Context: an optimization exercise on an open-source flow, tuned for a short achievable clock period and few clock cycles. The choices shown serve that exercise and are no tape-out recipe.
The RTL of this run was laid out without a check of its function.
No activity file was given, so power comes from the tool's default toggle rates.

===== flow/run.sh =====
#!/bin/bash
# synth_recipe.tcl (not shown) runs the flow's synth.tcl, then flattens the netlist and writes it again
# the make line also repeats each setting of config.mk as NAME=value (left out here)
make -C /OpenROAD-flow-scripts/flow DESIGN_CONFIG=/design/flow/config.mk WORK_HOME=/design/flow/orfs CLKGATE_MAP_FILE= SYNTH_SCRIPT=/design/flow/synth_recipe.tcl finish

===== flow/config.mk =====
export PLATFORM = sky130hd
export DESIGN_NAME = CPU_pipelined_module
export DESIGN_NICKNAME = CPU_pipelined_module
export VERILOG_FILES = /design/flow/design.v
export SDC_FILE = /design/flow/constraint.sdc
export NUM_CORES = 4
export LEC_CHECK = 0
export CAP_MARGIN = 20
export CORE_MARGIN = 2
export CORE_UTILIZATION = 40
export SETUP_SLACK_MARGIN = 1.0
export SLEW_MARGIN = 20

===== flow/constraint.sdc =====
create_clock -name core_clock -period 13.5 [get_ports {clk}]
set_input_delay 2.7000 -clock core_clock [delete_from_list [all_inputs] [get_ports {clk}]]
set_output_delay 2.7000 -clock core_clock [all_outputs]
set_load 0.01 [all_outputs]

===== flow/design.v =====
module alu_module (
        input [31:0] in_A,in_B,
        input [2:0] alu_sel,
        input variant_sel,
        output [31:0] alu_out
  );
  reg [31:0] alu_result;
  assign alu_out = alu_result;
  always @(*) begin
        case (alu_sel)
        3'b000: begin
            if (variant_sel == 1'b0) alu_result = in_A + in_B;
            else alu_result = in_A - in_B; 
        end
        3'b001: begin
            alu_result = in_A << in_B[4:0];
        end
        3'b010: begin
            if ($signed(in_A) < $signed(in_B)) alu_result = 1;
            else alu_result = 0;
        end
        3'b011: begin
            if (in_A < in_B) alu_result = 1;
            else alu_result = 0;
        end
        3'b100: alu_result = in_A ^ in_B;
        3'b110: alu_result = in_A | in_B;
        3'b111: alu_result = in_A & in_B;
        3'b101: begin
            if (variant_sel == 1'b0) alu_result = in_A >> in_B[4:0];
            else alu_result = $signed(in_A) >>> in_B[4:0];
        end
        default: alu_result = 0;
        endcase
    end
endmodule
module branch_comp(
    input [31:0] rs1,
    input [31:0] rs2,
    input [2:0] branch_sel,
    input branch_cmp_en,
    output branch_taken
    );
    reg branch_pass;
    wire bc_en;
    assign branch_taken = branch_pass;
    assign bc_en = branch_cmp_en;
    always @(*) begin
        if (bc_en == 1'b1) begin
            case (branch_sel)
                3'b000: branch_pass = (rs1 == rs2);
                3'b001: branch_pass = (rs1 != rs2);
                3'b100: branch_pass = ($signed(rs1) < $signed(rs2));
                3'b101: branch_pass = ($signed(rs1) >= $signed(rs2));
                3'b110: branch_pass = (rs1 < rs2);
                3'b111: branch_pass = (rs1 >= rs2);
                default: branch_pass = 0;
            endcase
         end else branch_pass = 0;
    end
endmodule
module instruction_decoder(
    input [31:0] inst_raw,  
    input nop_inject,  
    output reg [4:0] rs1,  
    output reg [4:0] rs2,  
    output [4:0] rd,  
    output reg [31:0] immediate,  
    output reg immediate_enabled,  
    output reg pc_enabled,  
    output reg [2:0] alu_sel,  
    output reg variant_sel,  
    output reg [2:0] branch_sel,  
    output reg branch_en,  
    output reg mem_write_en,  
    output reg mem_read_en,  
    output [2:0] mem_mask_sel,  
    output reg reg_write_en,  
    output reg jalr_en,  
    output reg jal_en,  
    output reg [31:0] jump_offset
);
    wire [31:0] instruction;
    assign instruction = nop_inject === 1 ? 32'h00000013 : inst_raw;
    assign rd = instruction[11:7];
    assign mem_mask_sel = instruction[14:12];
    always @(*) begin
        rs1 = instruction[19:15];
        rs2 = instruction[24:20];
        immediate_enabled = 1'b0;
        immediate = 0;
        alu_sel = 3'b000;
        branch_sel = 3'b0;
        branch_en = 1'b0;
        pc_enabled = 1'b0;
        mem_write_en = 1'b0;
        mem_read_en = 1'b0;
        reg_write_en = 1'b0;
        variant_sel = 1'b0;
        jalr_en = 1'b0;
        jal_en = 1'b0;
        jump_offset = 19'b0;
        case (instruction[6:2])
            5'b01101: begin
            alu_sel = 3'b000;
		      rs1 = 0;
                immediate = {instruction[31:12], 12'b0000_0000_0000};
                immediate_enabled = 1'b1;
		reg_write_en = 1'b1;
            end
            5'b00101: begin
		rs1 = 0;
                immediate = {instruction[31:12], 12'b0000_0000_0000};
                immediate_enabled = 1'b1;
		pc_enabled = 1'b1;
		reg_write_en = 1'b1;
            end
            5'b11011: begin
		rs2 = 0;
                jump_offset = $signed({instruction[19:12], instruction[20], instruction[30:21], 1'b0});
		immediate = 32'd4;
		immediate_enabled = 1'b1;
		pc_enabled = 1'b1;
		reg_write_en = 1'b1;
		jal_en = 1'b1;
		alu_sel = 3'b000;
		variant_sel = 1'b0;
            end
            5'b11001: begin
		rs2 = 0; 
                jump_offset = $signed({instruction[31:20]});
		immediate = 32'd4;
		immediate_enabled = 1'b1;
		pc_enabled = 1'b1;
		reg_write_en = 1'b1;
		jalr_en = 1'b1;
		alu_sel = 3'b000;
		variant_sel = 1'b0;
            end
            5'b11000: begin
                jump_offset = $signed({instruction[31], instruction[7], instruction[30:25], instruction[11:8], 1'b0});
		branch_sel = instruction[14:12];
		branch_en = 1'b1;
		pc_enabled = 1'b1;
            end
            5'b01000: begin
                immediate = {{21{instruction[31]}}, instruction[30:25], instruction[11:7]};
                immediate_enabled = 1'b1; 
		      mem_write_en = 1'b1;
           end
            5'b00000: begin
                rs2 = 0;
                immediate = {{21{instruction[31]}}, instruction[30:20]};
                immediate_enabled = 1'b1;
	           	mem_read_en = 1'b1;
		        reg_write_en = 1'b1;
            end
            5'b01100: begin
                immediate = 32'hXXXX_XXXX;
                alu_sel = instruction[14:12];
		reg_write_en = 1'b1;
		variant_sel = instruction[30];
	    end
            5'b00100: begin
                if (instruction[14:12] == 3'b001 || instruction[14:12] == 3'b101) begin
		    immediate = instruction[24:20];
		    variant_sel = instruction[30];
		end else begin
                    immediate = $signed({instruction[31:20]});
                end
                immediate_enabled = 1'b1;
                alu_sel = instruction[14:12];
		reg_write_en = 1'b1;
            end
        endcase
    end
endmodule
module reg_file (
    input clk,
    input we,
    input [4:0] ra1, ra2, wa,
    input [31:0] wd,
    output [31:0] rd1, rd2
);
    (* ram_style = "distributed" *) reg [31:0] registers [31:0];
    assign rd1 = ra1 == 0 ? 32'h00000000 : registers[ra1];
    assign rd2 = ra2 == 0 ? 32'h00000000 : registers[ra2];
    always @(posedge clk) begin
        if (we) begin
            if (wa != 5'b0) begin
                registers[wa] <= wd;
            end else begin
                registers[wa] <= 32'b0;
            end
        end else begin
            registers[wa] <= registers[wa];
        end
    end
endmodule
module mem_r_decoder(
    input [2:0] fnc,  
    input [1:0] byte_offset,  
    input [31:0] raw_data,  
    output [31:0] data_out
    );
    reg [31:0] dout_reg;
    assign data_out = dout_reg;
    always @(*) begin
        case (fnc)
            3'b010: dout_reg = raw_data;
            3'b001:
                case (byte_offset)
                    2'b00: dout_reg = {{16{raw_data[15]}}, raw_data[15:0]};
                    2'b01: dout_reg = {{16{raw_data[23]}}, raw_data[23:8]};
                    2'b10: dout_reg = {{16{raw_data[31]}}, raw_data[31:16]};
                default: dout_reg = 32'b0;
                endcase
            3'b000:
                case (byte_offset)
                    2'b00: dout_reg = {{24{raw_data[7]}}, raw_data[7:0]};
                    2'b01: dout_reg = {{24{raw_data[15]}}, raw_data[15:8]};
                    2'b10: dout_reg = {{24{raw_data[23]}}, raw_data[23:16]};
                    2'b11: dout_reg = {{24{raw_data[31]}}, raw_data[31:24]};
                default: dout_reg = 32'b0;
                endcase
            3'b101:
                case (byte_offset)
                    2'b00: dout_reg = {{16{1'b0}}, raw_data[15:0]};
                    2'b01: dout_reg = {{16{1'b0}}, raw_data[23:8]};
                    2'b10: dout_reg = {{16{1'b0}}, raw_data[31:16]};
                default: dout_reg = 32'b0;
                endcase
            3'b100:
                case (byte_offset)
                    2'b00: dout_reg = {{24{1'b0}}, raw_data[7:0]};
                    2'b01: dout_reg = {{24{1'b0}}, raw_data[15:8]};
                    2'b10: dout_reg = {{24{1'b0}}, raw_data[23:16]};
                    2'b11: dout_reg = {{24{1'b0}}, raw_data[31:24]};
                default: dout_reg = 32'b0;
                endcase
            default: dout_reg = 32'b0;
        endcase
    end
endmodule
module mem_wr_decoder(
    input [2:0] fnc,
    input [31:0] addr,
    input [31:0] wr_data,
    output reg [31:0] wr_dout,
    output reg [3:0] wr_mask,
    output reg invalid_addr
);
    always @(*) begin
        invalid_addr = 0;
        case (fnc)
        3'b010: begin
            wr_dout = wr_data;
            wr_mask = 4'b1111;
        end
        3'b001: begin
            case (addr[1:0])
                2'b00: begin
                    wr_mask = 4'b0011;
                    wr_dout = wr_data[15:0];
                end
                2'b01: begin
                    wr_mask = 4'b0110;
                    wr_dout = {8'h00, wr_data[15:0], 8'h00 };
                end
                2'b10: begin
                    wr_mask = 4'b1100;
                    wr_dout = {wr_data[15:0], 16'h0000};
                end
                default: begin
                    wr_mask = 0;
                    wr_dout = 0;
                    invalid_addr = 1'b1;
                end
            endcase
        end
        3'b000: begin
            case (addr[1:0])
                2'b00: begin
                    wr_mask = 4'b0001;
                    wr_dout = wr_data[7:0];
                end
                2'b01: begin
                    wr_mask = 4'b0010;
                    wr_dout = {16'h0000, wr_data[7:0], 8'h00};
                end
                2'b10: begin
                    wr_mask = 4'b0100;
                    wr_dout = {8'h00, wr_data[7:0], 16'h0000};
                end
                2'b11: begin
                    wr_mask = 4'b1000;
                    wr_dout = {wr_data[7:0], 24'h000000};
                end
            endcase
        end
        default: begin
            wr_mask = 0;
            wr_dout = 0;
            invalid_addr = 1'b1;
        end
        endcase
    end
endmodule
module hazard_control (
    input [4:0] ex_rs1, ex_rs2,
    input [4:0] ma_rd,
    input ma_rf_wb_en,
    input [31:0] ma_rd_val,
    input ma_load_en,
    output [31:0] forward_value_ex,
    output ex_rs1_fwd, ex_rs2_fwd
);
    assign forward_value_ex = ma_rd_val;
    assign ex_rs1_fwd = !ma_load_en && ma_rf_wb_en && ex_rs1 != 0 && ex_rs1 == ma_rd;
    assign ex_rs2_fwd = !ma_load_en && ma_rf_wb_en && ex_rs2 != 0 && ex_rs2 == ma_rd;
endmodule
module if_module(
    input clk,
    input rst,
    input [31:0] new_pc,
    input pc_override,
    output [31:0] pc
);
    reg [31:0] curr_pc;
    reg [31:0] next_pc;
    always @(posedge clk) begin
        if (rst) begin
            curr_pc <= 32'h40000000;
        end else if (pc_override) begin
            curr_pc <= new_pc;
        end else begin
            curr_pc <= next_pc;
        end
    end
    always @(*) begin
        if (rst) begin
            next_pc = 32'h40000000;
        end else if (pc_override) begin
            next_pc = new_pc + 4;
        end else begin
            next_pc = pc + 4;
        end
    end
    assign pc = curr_pc;
endmodule
module dex_module(
    input clk,  
    input rst,  
    input [31:0] pc,
    input [31:0] instruction,
    input rf_wb_enable,
    input [4:0] rf_wb_rd,
    input [31:0] rf_wb_data,
    output [31:0] alu_out,
    output [4:0] rd,
    output reg [31:0] pc_pl,
    output [31:0] mem_wr_data,
    output mem_write_enable,
    output mem_read_enable,
    output [2:0] mem_mask_sel,
    output rf_wb_later,
    output reg [31:0] new_pc,
    output pc_override,
    output reg stall,
    output [4:0] rs1,
    output [4:0] rs2,
    input rs1_fw_enable,
    input rs2_fw_enable,
    input [31:0] fw_val
);
    always @(posedge clk) begin
        if (rst) begin
            pc_pl <= 32'h40000000;
        end else begin
            pc_pl <= pc;
        end
    end
    wire [31:0] rs1_data_fw;
    wire [31:0] rs2_data_fw;
    wire [31:0] rs1_data;
    wire [31:0] rs2_data;
    assign rs1_data_fw = rs1_fw_enable ? fw_val : rs1_data;
    assign rs2_data_fw = rs2_fw_enable ? fw_val : rs2_data;
    assign mem_wr_data = rs2_data_fw;
    wire [31:0] immediate;
    wire immediate_enable;
    wire pc_enable;
    wire [2:0] alu_sel;
    wire variant_sel;
    wire [2:0] branch_sel;
    wire branch_enable;
    wire jal_enable;
    wire jalr_enable;
    wire [31:0] jump_offset;
    instruction_decoder decoder (
        .inst_raw(instruction),
        .nop_inject(stall),
        .rs1(rs1),
        .rs2(rs2),
        .rd(rd),
        .immediate(immediate),
        .immediate_enabled(immediate_enable),
        .pc_enabled(pc_enable),
        .alu_sel(alu_sel),
        .variant_sel(variant_sel),
        .branch_sel(branch_sel),
        .branch_en(branch_enable),
        .mem_write_en(mem_write_enable),
        .mem_read_en(mem_read_enable),
        .mem_mask_sel(mem_mask_sel),
        .reg_write_en(rf_wb_later),
        .jal_en(jal_enable),
        .jalr_en(jalr_enable),
        .jump_offset(jump_offset)
    );
    reg_file rf (
        .clk(clk),
        .we(rf_wb_enable),
        .ra1(rs1),
        .ra2(rs2),
        .wa(rf_wb_rd),
        .wd(rf_wb_data),
        .rd1(rs1_data),
        .rd2(rs2_data)
    );
    wire [31:0] alu_ina;
    wire [31:0] alu_inb;
    assign alu_ina = pc_enable ? pc_pl : rs1_data_fw;
    assign alu_inb = immediate_enable ? immediate : rs2_data_fw;
    alu_module alu (
        .in_A(alu_ina),
        .in_B(alu_inb),
        .alu_sel(alu_sel),
        .variant_sel(variant_sel),
        .alu_out(alu_out)
    );
    wire branch_taken;
    branch_comp bc (
        .rs1(rs1_data_fw),
        .rs2(rs2_data_fw),
        .branch_cmp_en(branch_enable),
        .branch_sel(branch_sel),
        .branch_taken(branch_taken)
    );
    always @(posedge clk) begin
        if (rst) begin
            stall <= 0;
        end else begin
            if (branch_taken || jal_enable || jalr_enable) begin
                stall <= 1;
            end else begin
                stall <= 0;
            end
        end 
    end
    assign pc_override = jal_enable || branch_taken || jalr_enable;
    always @(*) begin
        new_pc = 0;
        if (jal_enable || branch_taken) begin
            new_pc = pc_pl + jump_offset;
        end else if (jalr_enable) begin
            new_pc = (rs1_data_fw + jump_offset) & 32'hfffffffe;
        end
    end
endmodule
module ma_module(
    input clk,  
    input rst,  
    input [31:0] alu_out,  
    input rf_wb_later,
    input [4:0] rd,
    input [31:0] mem_wr_data,  
    input mem_wr_en,  
    input mem_rd_en,  
    input [2:0] mem_mask_sel,
    input [31:0] mem_data_rd,
    output mem_wr_en_out,
    output [31:0] mem_wr_data_out,
    output [31:0] mem_addr,  
    output [3:0] mem_wr_mask,
    output [31:0] wb_data_pl,  
    output reg wb_en_pl,
    output reg [4:0] wb_rd_pl
);
    reg mem_rd_en_pipe;  
    reg [31:0] alu_out_pipe;  
    wire [31:0] mem_data_rd_masked;
    reg [2:0] mem_mask_sel_pipe;
    reg [1:0] mem_byte_offset_pipe;
    wire invalid_addr;
    assign mem_wr_en_out = !invalid_addr && mem_wr_en;
    always @(posedge clk) begin
	if (rst) begin
            alu_out_pipe <= 0;
            mem_rd_en_pipe <= 0;
            mem_mask_sel_pipe <= 0;
            mem_byte_offset_pipe <= 0;
	    wb_en_pl <= 0;
	    wb_rd_pl <= 0;
	end else begin
	    alu_out_pipe <= alu_out;
	    mem_rd_en_pipe <= mem_rd_en;
	    mem_mask_sel_pipe <= mem_mask_sel;
	    mem_byte_offset_pipe <= alu_out[1:0];
	    wb_en_pl <= rf_wb_later;
	    wb_rd_pl <= rd;
	end
    end
    mem_r_decoder mem_read_decoder(
        .fnc(mem_mask_sel_pipe),
        .byte_offset(mem_byte_offset_pipe),
        .raw_data(mem_data_rd),
        .data_out(mem_data_rd_masked)
    );
    mem_wr_decoder mem_write_decoder (
        .fnc(mem_mask_sel),
        .addr(alu_out),
        .wr_data(mem_wr_data),
        .wr_dout(mem_wr_data_out),
        .wr_mask(mem_wr_mask),
        .invalid_addr(invalid_addr)
    );
    assign wb_data_pl = mem_rd_en_pipe ? mem_data_rd_masked: alu_out_pipe;
    assign mem_addr = alu_out & 32'hfffffffc;
endmodule
module CPU_pipelined_module (
    input clk,  
    input rst,  
    output [31:0] pc,  
    input [31:0] imem_data,  
    output [31:0] data_pc,  
    output data_wr_en,  
    output [31:0] data_addr,  
    output [3:0] data_wr_mask,
    output [31:0] data_wr_data,  
    input [31:0] data_rd_data  
);
    wire [31:0] new_pc;
    wire pc_override;
    if_module ifetch (
        .clk(clk),
        .rst(rst),
	.new_pc(new_pc),
	.pc_override(pc_override),
	.pc(pc)
    );
    wire [31:0] alu_out;
    wire [31:0] mem_wr_data;
    wire mem_wr_enable;
    wire mem_rd_enable;
    wire rf_wb_later;
    wire [2:0] mem_mask_sel;
    wire [4:0] rd;
    wire rf_wb_enable;
    wire [4:0] rf_wb_rd;
    wire [31:0] rf_wb_data;
    wire [4:0] rs1;
    wire [4:0] rs2;
    wire [31:0] fw_val;
    wire rs1_fw_enable;
    wire rs2_fw_enable;
    wire dex_stall;
    dex_module dex (
        .clk(clk),
        .rst(rst),
	   .stall(dex_stall),
	.pc(pc),
	.instruction(imem_data),
	.rf_wb_enable(rf_wb_enable),
	.rf_wb_rd(rf_wb_rd),
	.rf_wb_data(rf_wb_data),
	.alu_out(alu_out),
	.rd(rd),
	.pc_pl(data_pc),
	.mem_wr_data(mem_wr_data),
	.mem_write_enable(mem_wr_enable),
	.mem_read_enable(mem_rd_enable),
	.mem_mask_sel(mem_mask_sel),
	.rf_wb_later(rf_wb_later),
	.new_pc(new_pc),
	.pc_override(pc_override),
	.rs1(rs1),
	.rs2(rs2),
	.rs1_fw_enable(rs1_fw_enable),
	.rs2_fw_enable(rs2_fw_enable),
	.fw_val(fw_val)
    );
    wire rd_en_pl;
    ma_module ma (
        .clk(clk),
        .rst(rst),
        .alu_out(alu_out),
        .rf_wb_later(rf_wb_later),
        .rd(rd),
        .mem_wr_data(mem_wr_data),
        .mem_wr_en(mem_wr_enable),
        .mem_rd_en(mem_rd_enable),
        .mem_mask_sel(mem_mask_sel),
        .mem_data_rd(data_rd_data),
        .mem_wr_en_out(data_wr_en),
        .mem_wr_data_out(data_wr_data),
        .wb_data_pl(rf_wb_data),
        .wb_en_pl(rf_wb_enable),
        .wb_rd_pl(rf_wb_rd),
        .mem_addr(data_addr),
        .mem_wr_mask(data_wr_mask)
    );
    hazard_control haz_ctrl (
	.ex_rs1(rs1),
	.ex_rs2(rs2),
	.ma_rd(rf_wb_rd),
	.ma_rf_wb_en(rf_wb_enable),
	.ma_rd_val(rf_wb_data),
	.ma_load_en(1'b0),
	.forward_value_ex(fw_val),
	.ex_rs1_fwd(rs1_fw_enable), .ex_rs2_fwd(rs2_fw_enable)
    );
endmodule

==> results.py <==
metrics = {
    "floorplanning": {
        "start_util_pct": 40.2,
        "dieArea_um2": 178000,
        "io_pins": 199,
        "fp.dieW_um": 422,
        "chipHeight_um": 422,
        "rows": 153,
        "core_area_um2": 174000,
    },
    "synth": {
        "synth_top_flop_cell": "edfxtp_1",
        "synth_area_leaders": "edfxtp_1, nand2_1, mux2i_1, a21oi_1, ha_1",
        "ys_warn_count": 9,
        "yosysMostFrequentCell": "nand2_1",
        "async_flop_share_pct": 0,
        "synth_seq_cells": 1131,
        "netlist.area_leader.share_pct": 44.0,
        "synth_edf_count": 1024,
        "avgSynthCellArea_um2": 9.56,
        "synth_top_area_cell": "edfxtp_1",
        "synth.yosys.seq_area_share_pct": 47.1,
        "yosys-top-cells-count": "nand2_1, edfxtp_1, a21oi_1",
        "synth.distinct_cells": 115,
        "synth.cell_area_um2": 69900,
        "syn_inst": 7312,
    },
    "sta": {
        "setup_viol": 0,
        "clock_skew_ns": 0.0424,
        "layout_min_cycle_time_ns": 12.67,
        "worstMarginPinSlew_ns": 1.25,
        "rsz0062_at_grt": "true",
        "setup_ws_ns": 0.828,
        "hold_viol": 0,
        "max_freq_mhz": 78.9,
        "relSlewSlack_pct": 16.5,
        "slew_violations": 0,
        "period_share_pct": 93.9,
    },
    "drt": {
        "ant_nets": 0,
        "drt-initial-drc-count": 11873,
        "wl_mm": 357,
        "via_per_inst": 6.69,
        "drtPass1Iterations": 8,
        "vias": 70672,
        "wl_per_cell_um": 33.8,
        "drc": 0,
    },
    "global_routing": {
        "grt_pass1_wl_mm": 494,
        "antenna_found_initial": 18,
        "overflow": 0,
        "grt_max_degree": 82,
        "grt_usage_pct": 38.4,
        "grt_pass1_vias": 65576,
    },
    "finish": {
        "design_area_um2": 87900,
        "num-nets-final": 8389,
        "num-fill-cells": 15781,
        "final_layout_size_suffix_gt1_share_pct": 21.4,
        "synthToLayoutAreaGrowth_pct": 25.9,
        "final_util_pct": 50.7,
    },
    "critical_path": {
        "cp.required_ns": 10.80,
        "critPathMaxStageDelay_ns": 0.54,
        "crit_type": "input pin to output pin",
        "critical_path_peak_fanout": 7,
        "setup.worst_path.end_class": "output pin",
        "worst_r2r_path_depth": 31,
        "slowest_stage": "or4_4",
        "crit_top_cell": "buf_6",
        "arrival_ns": 9.97,
        "start_kind": "input pin",
    },
    "run_status": {
        "status": "no timing/DRC/antenna violations",
    },
    "cts": {
        "clk_latency_ns": 0.82,
        "cts_tree": "built",
        "ctsRootBufferMaster": "clkbuf_16",
        "clk_transition_reported_paths_ns": 0.05,
        "cts_sinks": 1131,
        "ctsLongestPathBuffers": 3,
        "cts-buffers-inserted": 132,
        "htree_levels": 4,
    },
    "flow_run": {
        "max_cap_violations": 0,
    },
    "power_and_ir_drop": {
        "seq_power_share_pct": 34.4,
        "power_density_nw_per_um2": 139,
        "comb_power_share_pct": 36.1,
        "switchingPower_mw": 4.43,
        "internal_power_mw": 7.83,
        "clockPowerShare_pct": 29.5,
        "p_leak_nw": 33.5,
        "power_mw": 12.3,
        "peakVddDrop_mv": 0.159,
        "switching_share_pct": 36.1,
    },
    "placement": {
        "dp_worst_setup_slack_ns": -1.27,
        "placement.cell_area_um2": 80700,
        "gp_congestion": 1.06,
        "port_buffers": 194,
        "dp_hpwl_mm": 242,
    },
    "hold_path": {
        "holdPathStages": 2,
        "min_path_type": "flop to flop",
    },
}
-- final timing paths --
| path | from | endpoint | slack (ns) |
|---|---|---|---|
| worst max-delay path | imem_data[5] | data_wr_en | 0.83 |
| worst max register to register | dex.stall | ifetch.curr_pc[30] | 5.67 |
| worst min register to register | ifetch.curr_pc[17] | dex.pc_pl[17] | 0.50 |
| worst min-delay path | ifetch.curr_pc[17] | dex.pc_pl[17] | 0.50 |
-- worst max-delay path, delay by kind of cell --
kind,cells,cell delay (ns)
adder cells (fa/ha/maj),2,0.39
AND/OR/NAND/NOR,7,1.46
AO/OA/AOI/OAI,16,3.18
buffers and inverters,15,2.22
-- layout by cell type, fill, tap and decap left out, types with 28 or more instances in the layout --
cell type / n
a211oi_1: 110
a21o_1: 60
a21oi_1: 488
a21oi_2: 31
a221o_1: 85
a221oi_1: 187
a22oi_1: 85
a311oi_1: 62
a31oi_1: 127
and2_1: 37
and3_1: 120
buf_12: 67
buf_2: 32
buf_4: 929
buf_6: 69
clkbuf_16: 138
clkdlybuf4s50_1: 139
clkinv_1: 29
dfxtp_1: 106
edfxtp_1: 1024
ha_1: 178
inv_1: 187
mux2_2: 31
mux2i_1: 284
nand2_1: 1141
nand3_1: 303
nand4_1: 33
nor2_1: 428
nor2_4: 62
nor2b_1: 85
nor3_1: 97
nor4_1: 29
o211ai_1: 82
o21ai_0: 320
o21ai_1: 28
o22ai_1: 82
or3_1: 30
xnor2_1: 80
-- sequential cells by signal, indices dropped and copies added, names as in the netlist --
signal                   flops
dex.rf.registers          1024
ma.mem_rd_en_pipe            1
ma.alu_out_pipe             31
ifetch.curr_pc              32
ma.mem_mask_sel_pipe         3
ma.mem_byte_offset_pipe      1
dex.stall                    1
dex.pc_pl                   32
ma.wb_rd_pl                  5
ma.wb_en_pl                  1
-- final cells by class --
cell class              count  area, um^2  area share (%)
well taps                2325        2910            3.31
flip-flops and latches   1131       32900            37.4
inverters                 207         797           0.906
repair buffers           1273       11300            12.8
clock inverters            83         827           0.940
clock buffers             154        3470            3.95
diodes                     10        25.0          0.0285
multi-input cells        5376       35700            40.6
-- power by group through the flow --
stage                     Sequential [mW]  Combinational [mW]  Clock, mW
final                                4.21                4.43       3.61
after global routing                 4.21                4.57       3.76
after CTS                            4.21                4.12       3.63
after detailed placement             4.28                3.96          0
after global placement               4.29                3.94          0
after floorplan                      4.27                2.00          0
-- cell families (layout without fill, tap and decap cells) --
logic type	count (synthesis)	in the layout	share of synthesized area, %
adders and majority gates	202	202	3.66
AOI/OAI and AO/OA	2146	2147	21.0
DFF	1131	1131	47.1
other	1	12	0.00537
xor gates and xnor gates	106	106	1.33
buffers and inverters	807	1717	4.88
and+or+nand+nor	2577	2577	16.7
muxes	342	342	5.36
-- per-layer routing --
metal / GRT usage (%) / wire [um] / vias to the layer above
met5: 0 / 175 / -
met4: 24.2 / 27800 / 6
met3: 10.2 / 49200 / 1248
met2: 55.7 / 148000 / 5911
met1: 50.8 / 132000 / 34224
li1: - / - / 29283
-- through the flow --
step                TNS, ns  hold slack (ns)  std cells
finish                    0            0.501      10559
floorplan                 0            0.504       7313
CTS                       0            0.509      10508
detailed placement   -33.83            0.498      10210
global placement     -32.30            0.494      10209
global route              0            0.535      10554
-- timing repair --
item	CTS	global route
hold buffers	0	0
pin swaps	80	95
resized for setup	368	209
buffers inserted	55	37
cloned	6	3
endpoints found under the setup margin	55	49

-- afterwards: timing with drivers on the ports --
The flow's constraints put no driver on any port. The routed layout listed below was extracted and timed again, unchanged, in two steps.
Step 1: set_driving_cell puts a clkbuf_16 on clk and a buf_2 on each other input, an assumption about the parent block.
Step 2 moves the port delays by t, midway between the first and last clock arrival at a register: inputs arrive t later, outputs are due t later. That takes back most of the time a late clock gives input paths.
Three values: no drivers, after step 1, after step 2; two values: the first two.
t, ns: 0.881
slack for setup (ns): 0.828 / 0.711 / 0.711
pins driven straight from the clock port: 1
After both steps setup and hold are still met in this run. For this run, drivers alone change the setup slack by -0.117 ns; drivers and shift together by -0.117 ns.
